Source: an optimization exercise on an open RTL-to-GDS flow (aim: small area). Production flows keep margins and buffers that such runs may drop. Function was checked by simulation only, so behaviour that the tests miss may differ from the original. No driver is modelled on the clock port, so clocking that relies on it looks cheaper here than on a real chip. No activity file was given, so power comes from the tool's default toggle rates.

## sstv
module sstv #(
    parameter simulate = 1
)   (
    input clk,
    input reset,
    input [11:0] freq,
    output  reg vid_write,
    output  [14:0]  vid_addr,
    output  reg [1:0]   vid_pixel,
    output  [6:0]   vis_code,
    output  vis_valid
);
Size in the first run: about 400 cells after synthesis, about 40 I/O pins, ~3200 µm² of cells after synthesis.
export LEC_CHECK = 0
export CAP_MARGIN = 20
export CORE_MARGIN = 2
export CORE_UTILIZATION = 30
export SLEW_MARGIN = 20
create_clock -name core_clock -period 10.0 [get_ports {clk}]
standard.sh (not shown) runs the stock make flow with config.mk's settings and CLKGATE_MAP_FILE= SYNTH_SCRIPT=/design/flow/synth_recipe.tcl, a recipe that flattens the netlist after the stock synthesis.
==> flow/flow/run.sh <==
#!/bin/bash
# Own layout flow: the standard flow (standard.sh) with
#  - no full/half-adder extraction before ABC (ADDER_MAP_FILE empty), and
#    ABC's combinational mapping run with an area script (with &deepsyn) (flow/area.abc,
#    via flow/own_synth.tcl); registers are untouched,
#  - port buffers of the smallest buffer (buf_1) instead of clkdlybuf4s50_1,
#  - clock tree of clkbuf_4 cells without dummy loads; flow/post_cts.tcl
#    upsizes any clock buffer whose flip-flop clock pins see a large slew.
# standard.sh's full output goes to own_flow.log in this folder; ORFS's
# per-step logs stay under orfs/logs.
set -euo pipefail
W=$(pwd)
export OWN_WORK=$W
export OWN_ABC_SCRIPT=$W/flow/area.abc
bash "$W/standard.sh" \
  SYNTH_SCRIPT="$W/flow/own_synth.tcl" \
  ADDER_MAP_FILE= \
  "BUFFER_PORTS_ARGS=-buffer_cell sky130_fd_sc_hd__buf_1" \
  "CTS_ARGS=-sink_clustering_enable -repair_clock_nets -dont_use_dummy_load -buf_list sky130_fd_sc_hd__clkbuf_4" \
  POST_CTS_TCL="$W/flow/post_cts.tcl" \
  finish > "$W/own_flow.log" 2>&1
Other scripts of this flow, unchanged in this note and not shown: flow/flow/area.abc, flow/flow/own_synth.tcl, flow/flow/post_cts.tcl
The baseline completed with no timing, DRC or antenna violations.
==> next run, changes <==
Settings changed: CORE_UTILIZATION 30 to 40.
=> Total power grows slightly; cell area drops slightly; wire length drops by a little under a tenth; clock-buffer cell count is unchanged; sequential cell count stays the same.
==> next run, changes <==
Settings changed: CORE_UTILIZATION 40 to 50.
After rerunning: Count of clock-buffer cells in the layout does not change. Synthesized cell count does not change. Setup slack improves by 0.013 ns.

========
Setup of run 1:
sstv, a different RTL version from the one above (not shown whole).
For scale: about 40 I/O pins.
Design sstv, start of the top module:
module sstv #(
    parameter simulate = 1
)   (
    input clk,
    input reset,
    input [11:0] freq,
    output  reg vid_write,
    output  [14:0]  vid_addr,
    output  reg [1:0]   vid_pixel,
    output  [6:0]   vis_code,
    output  vis_valid
);
Settings: LEC_CHECK=0, CAP_MARGIN=20, CORE_MARGIN=2, CORE_UTILIZATION=40, SLEW_MARGIN=20; clock period 10.0 ns.
==> flow/flow/area.abc <==
strash
&get -n
&fraig -x
&put
scorr
dc2
&get -n
&deepsyn -T 60
&put
strash
dch -f
amap
strash
dch -f
amap
strash
dch -f
amap
==> flow/flow/own_synth.tcl <==
# The standard synthesis (synth_recipe.tcl), with ABC's combinational mapping
# run with an area-oriented script (flow/area.abc) instead of ORFS's speed script.
# Registers are untouched: abc runs without -dff.
proc abc {args} {
  set i [lsearch $args -script]
  if {$i >= 0} { lset args [expr {$i + 1}] $::env(OWN_ABC_SCRIPT) }
  yosys abc {*}$args
}
source $::env(OWN_WORK)/synth_recipe.tcl
==> flow/flow/post_cts.tcl <==
estimate_parasitics -placement
set changed 1
set rounds 0
while {$changed && $rounds < 4} {
  set changed 0
  incr rounds
  set seen {}
  foreach pin [get_pins -hierarchical */CLK] {
    set s [get_property $pin slew_max]
    if {$s <= 0.100} { continue }
    set net [get_nets -of_objects $pin]
    foreach drv [get_pins -of_objects $net -filter "direction == output"] {
      set inst [get_cells -of_objects $drv]
      set name [get_full_name $inst]
      if {[lsearch $seen $name] >= 0} { continue }
      lappend seen $name
      set ref [get_property $inst ref_name]
      set up ""
      if {$ref eq "sky130_fd_sc_hd__clkbuf_2"} { set up sky130_fd_sc_hd__clkbuf_4 }
      if {$ref eq "sky130_fd_sc_hd__clkbuf_4"} { set up sky130_fd_sc_hd__clkbuf_8 }
      if {$ref eq "sky130_fd_sc_hd__clkbuf_8"} { set up sky130_fd_sc_hd__clkbuf_16 }
      if {$up ne ""} {
        puts "post_cts: $name $ref -> $up (clock pin slew [format %.3f $s] ns)"
        replace_cell $inst $up
        set changed 1
      }
    }
  }
  estimate_parasitics -placement
}
detailed_placement
check_placement -verbose
Scripts as last shown in full above: flow/flow/run.sh
Modified inputs, run 2 compared to run 1
Settings: CORE_UTILIZATION: 40 -> 75.
Findings:
- Going from run 1 to run 2, the synthesized cell count was found to have gone up by 20.
- Routed wire length: run 2 > run 1
- In terms of share of power burned in combinational logic, run 2 and run 1 differ only marginally.
- Relative to run 1, compound-gate portion of the synthesized area decreased by 3.0 points in run 2.
- Looking at launch point of the critical path, the freq[2] result is from run 2; the sstv_row[1] one comes from run 1.
- Comparing run 2 and run 1, synthesized area is higher on run 2.
- Setup WNS run 1 -> run 2: worse
- Run 2 ended up with a higher non-clock buffer count than run 1 did.
- Looking at path type of the worst setup path, the in -> reg result is from run 2; the reg -> out one comes from run 1.
- Row wire length the detailed router placed on met1: run 2 lower / run 1 higher
- Area of all placed cells without fillers for run 2 is lower than for run 1.
- Fraction of final layout cells with drive strength greater than 1: run 2 vs run 1, no meaningful difference
> inputs changed (run 2 -> run 3)
Settings: changing CORE_UTILIZATION from 75 to 40.
diff --git a/flow/flow/post_cts.tcl b/flow/flow/post_cts.tcl
--- a/flow/flow/post_cts.tcl
+++ b/flow/flow/post_cts.tcl
@@ -8,5 +8,5 @@
   foreach pin [get_pins -hierarchical */CLK] {
     set s [get_property $pin slew_max]
-    if {$s <= 0.100} { continue }
+    if {$s <= 0.112} { continue }
     set net [get_nets -of_objects $pin]
     foreach drv [get_pins -of_objects $net -filter "direction == output"] {
Findings:
- Of run 2 and run 3, the run reporting the lower layout buffer count excluding clock buffers was run 3.
- Post-route cell area (lower): run 2
- The higher routability congestion estimate came out of run 3.
- On final core utilization: run 3 sits below run 2.
- Higher fill cell total of the finished layout among run 2 and run 3: run 3
Input-level comparison between run 4 and run 3:
Settings: CORE_UTILIZATION changed from 40 to 60.
diff --git a/flow/flow/post_cts.tcl b/flow/flow/post_cts.tcl
--- a/flow/flow/post_cts.tcl
+++ b/flow/flow/post_cts.tcl
@@ -8,5 +8,5 @@
   foreach pin [get_pins -hierarchical */CLK] {
     set s [get_property $pin slew_max]
-    if {$s <= 0.112} { continue }
+    if {$s <= 0.100} { continue }
     set net [get_nets -of_objects $pin]
     foreach drv [get_pins -of_objects $net -filter "direction == output"] {
--- outcome ---
Run 4 did not stop at any stage, and its layout met the timing, design-rule and antenna checks. Changes observed in run 4 relative to run 3: violation count after the first detailed-routing iteration up about 30%; number of buffers and inverters on the critical path up 5. Re final critical-path setup slack: run 3 was higher than run 4. Going from run 3 to run 4, portion of the layout cell area used by non-clock buffers +0.19 points, hold slack +0.026 ns.

[port drivers added, routing unchanged]
In the flow no input, the clock included, has a driving cell. The finished layouts below were timed again as built, in two steps.
Step 1 sets driving cells, clkbuf_16 on the clock port and buf_2 on the other inputs (assumed; they add their load-dependent delay and slew).
Step 2, shift: input delay + t, output delay - t, t = (earliest + latest rising clock arrival at the registers) / 2. This alone moves slack from input paths to output paths.
a / b / c = ideal / step 1 / step 2; a / b = the first two.
run	t (ns)	slack for setup (ns)	hold WS [ns]	clock arrival spread, ns	pins driven straight from the clock port
the first run of note 1	0.427	4.693 / 4.665 / 4.488	0.408 / 0.408 / 0.408	0.027 / 0.027	1
the second run of note 1	0.429	4.757 / 4.730 / 4.389	0.433 / 0.433 / 0.433	0.032 / 0.032	1
the third run of note 1	0.418	4.770 / 4.758 / 4.361	0.415 / 0.415 / 0.415	0.025 / 0.024	1
run 1	0.430	4.724 / 4.697 / 4.347	0.427 / 0.427 / 0.427	0.027 / 0.027	1
run 2	0.420	4.558 / 4.564 / 4.143	0.436 / 0.436 / 0.436	0.021 / 0.021	1
run 3	0.423	4.746 / 4.719 / 4.329	0.402 / 0.402 / 0.402	0.034 / 0.034	1
run 4	0.416	4.597 / 4.599 / 4.182	0.429 / 0.429 / 0.429	0.026 / 0.025	1
After both steps every run listed still meets setup and hold. For run 3, which loses most, drivers alone change the setup slack by -0.027 ns; drivers and shift together by -0.417 ns.
